From an optimization exercise on the open Yosys and OpenROAD flow, aimed at small area, a short achievable clock period and few clock cycles per item; shortcuts taken in it are not production practice.
Only simulation tests tie the RTL to the original design; equivalence was not proved.
Power and IR drop assume default switching activity.

job 2595:
==> flow/design.v (excerpt) <==
module dotproduct (
    input  logic         clk_i,
    input  logic         rst_ni,
    input  logic         start_i,
    input  logic [7:0]   nnz_i,
    input  logic [31:0]  a0_i, a1_i, a2_i, a3_i, a4_i,
                         a5_i, a6_i, a7_i, a8_i, a9_i,
    input  logic [31:0]  b0_i, b1_i, b2_i, b3_i, b4_i,
                         b5_i, b6_i, b7_i, b8_i, b9_i,
    input  logic [31:0]  c_i,
    output logic [63:0]  result_o,
    output logic         busy_o,
    output logic         result_valid_o,
    output logic [31:0]  cycle_count_o
);
    logic        fvalid;      
    logic        fetching;    
    logic        flast;       
    logic        valid_q;
    logic [3:0]  cnt_q;       
    logic [9:0]  sel;         
    logic        ch;          
    logic [31:0] M;           
    logic [7:0]  bneg, bone, btwo;    
    logic        sh;          
    logic [63:0] acc;
    wire start_ok = start_i & ~fvalid;
    wire go       = start_ok | fetching;
    logic [31:0] A, B;
    always_comb begin
        A = ({32{sel[0]}} & a0_i) | ({32{sel[1]}} & a1_i) | ({32{sel[2]}} & a2_i) |
  ...
Settings: LEC_CHECK=0, ABC_AREA=1, CAP_MARGIN=50, CORE_MARGIN=2, CORE_UTILIZATION=40, CTS_BUF_LIST=sky130_fd_sc_hd__clkbuf_4 sky130_fd_sc_hd__clkbuf_8, SLEW_MARGIN=60; clock period 15.0 ns.
standard.sh (not shown) runs the stock make flow with config.mk's settings and CLKGATE_MAP_FILE= SYNTH_SCRIPT=/design/flow/synth_recipe.tcl, a recipe that flattens the netlist after the stock synthesis.
==> flow/flow/run.sh <==
#!/bin/bash
set -o pipefail
export BUFFER_PORTS_ARGS="-buffer_cell sky130_fd_sc_hd__buf_1"
bash standard.sh SETUP_SLACK_MARGIN=9.0 finish > standard.log 2>&1
No stage failed in job 2595, and the final checks on the layout all came back clean.
Testbench counts of job 2595, summed over its fixed seeds: cycles 18,851, items 2,400.
Input-level comparison between job 3295 and job 2595:
# job 2595
export LEC_CHECK = 0
export ABC_AREA = 1
export CAP_MARGIN = 50
export CORE_MARGIN = 2
export CORE_UTILIZATION = 40
export CTS_BUF_LIST = sky130_fd_sc_hd__clkbuf_4 sky130_fd_sc_hd__clkbuf_8
export SLEW_MARGIN = 60
create_clock -name core_clock -period 15.0 [get_ports {clk_i}]
# job 3295
export LEC_CHECK = 0
export ABC_AREA = 1
export CAP_MARGIN = 20
export CORE_MARGIN = 2
export CORE_UTILIZATION = 65
export PLACE_DENSITY = 0.75
export SLEW_MARGIN = 20
create_clock -name core_clock -period 15.0 [get_ports {clk_i}]
==> flow/flow/run.sh <==
#!/bin/bash
set -o pipefail
export BUFFER_PORTS_ARGS="-buffer_cell sky130_fd_sc_hd__buf_1"
bash standard.sh SETUP_SLACK_MARGIN=8.5 finish > standard.log 2>&1
Results
What ended job 3295 was a tool error in 3_2_place_iop; the run never finished. Job 3295 vs job 2595, initial core utilization went up by 25 points. Comparing job 3295 against job 2595, there is no change at all in area after synthesis. NOTE die outline height job 2595->job 3295 decreased by more than 10%.
#### Input delta (job 2077 over job 3295)
# job 3295
export LEC_CHECK = 0
export ABC_AREA = 1
export CAP_MARGIN = 20
export CORE_MARGIN = 2
export CORE_UTILIZATION = 65
export PLACE_DENSITY = 0.75
export SLEW_MARGIN = 20
create_clock -name core_clock -period 15.0 [get_ports {clk_i}]
# job 2077
export LEC_CHECK = 0
export ABC_AREA = 1
export CAP_MARGIN = 20
export CORE_MARGIN = 2
export CORE_UTILIZATION = 40
export SLEW_MARGIN = 20
create_clock -name core_clock -period 15.0 [get_ports {clk_i}]
==> flow/flow/run.sh <==
#!/bin/bash
set -o pipefail
export BUFFER_PORTS_ARGS="-buffer_cell sky130_fd_sc_hd__buf_1"
bash standard.sh finish > standard.log 2>&1
==> results.txt <==
- Compared with job 3295, horizontal extent of the die in job 2077 increased by more than a quarter.
- Diff job 3295 -> job 2077 | standard-cell row count | up by more than a quarter
- Number of instances in the synthesized netlist: job 3295 vs job 2077 identical
- Job 2077 | status: complete | timing, DRC, antenna: pass
Inputs modified between job 2077 and job 6640:
# job 2077
export LEC_CHECK = 0
export ABC_AREA = 1
export CAP_MARGIN = 20
export CORE_MARGIN = 2
export CORE_UTILIZATION = 40
export SLEW_MARGIN = 20
create_clock -name core_clock -period 15.0 [get_ports {clk_i}]
# job 6640
export LEC_CHECK = 0
export ABC_AREA = 1
export CAP_MARGIN = 20
export CORE_MARGIN = 2
export CORE_UTILIZATION = 40
export PLACE_DENSITY = 0.8
export SLEW_MARGIN = 20
create_clock -name core_clock -period 15.0 [get_ports {clk_i}]
==> flow/flow/run.sh <==
#!/bin/bash
set -o pipefail
export BUFFER_PORTS_ARGS="-buffer_cell sky130_fd_sc_hd__buf_1"
bash standard.sh SETUP_SLACK_MARGIN=8.5 finish > standard.log 2>&1
--- outcome ---
Per the final summary, job 6640 finished and its layout is clean on timing, DRC and antenna.
The lower clock power came out of job 2077.
| sequential share of cell area | job 6640 vs job 2077 | ≈ equal |
The setup slack of job 6640 is larger than that of job 2077.
Worst hold-check slack, job 2077 and job 6640: higher on job 6640
> inputs changed (job 6640 -> job 3984)
# job 6640
export LEC_CHECK = 0
export ABC_AREA = 1
export CAP_MARGIN = 20
export CORE_MARGIN = 2
export CORE_UTILIZATION = 40
export PLACE_DENSITY = 0.8
export SLEW_MARGIN = 20
create_clock -name core_clock -period 15.0 [get_ports {clk_i}]
# job 3984
export LEC_CHECK = 0
export ABC_AREA = 1
export CAP_MARGIN = 50
export CORE_MARGIN = 2
export CORE_UTILIZATION = 40
export SLEW_MARGIN = 60
create_clock -name core_clock -period 15.0 [get_ports {clk_i}]
==> flow/flow/run.sh <==
#!/bin/bash
set -o pipefail
export BUFFER_PORTS_ARGS="-buffer_cell sky130_fd_sc_hd__buf_1"
bash standard.sh SETUP_SLACK_MARGIN=9.4 finish > standard.log 2>&1
Notes after the runs:
Wire length of the first global-routing pass: job 3984 worse than job 6640. Relative contribution of the clock network to total power: lower on job 6640. Job 3984 vs job 6640: ratio of final minimum period to clock period down. Worst hold slack down 0.024 ns in job 3984 wrt job 6640. Via count of job 3984 falls short of that of job 6640 slightly. Going from job 6640 to job 3984, maximum fanout along the worst path grows by 1. Diff job 6640 -> job 3984: count of inverters not on the clock network in the layout level, wire length moved up, global routing usage summed across all routing layers moved up.

[what the ideal ports hide]
The flow's constraints put no driver on any port. The routed layouts listed below were extracted and timed again, unchanged, in two steps. Step 1 sets driving cells, clkbuf_16 on the clock port and buf_2 on the other inputs (assumed; they add their load-dependent delay and slew). Step 2 times the ports against the registers' clock, not the clock port: input delays grow and output delays shrink by t, the midpoint of the rising clock arrivals with the driver on. Slacks: ideal ports / drivers / drivers and shift; pairs: ideal ports / drivers.
run | t (ns) | setup WS [ns] | slew at the worst register clock pin (ns)
job 2595 | 0.605 | 9.139 / 9.082 / 9.282 | 0.09 / 0.09
job 2077 | 0.544 | 8.549 / 8.487 / 8.564 | 0.07 / 0.07
job 6640 | 0.526 | 8.724 / 8.665 / 8.343 | 0.06 / 0.06
job 3984 | 0.550 | 9.402 / 9.343 / 9.098 | 0.07 / 0.07
After both steps every run listed still meets setup and hold. The setup slack of job 6640, which loses most, moves by -0.059 ns with the drivers and by -0.381 ns with both steps.
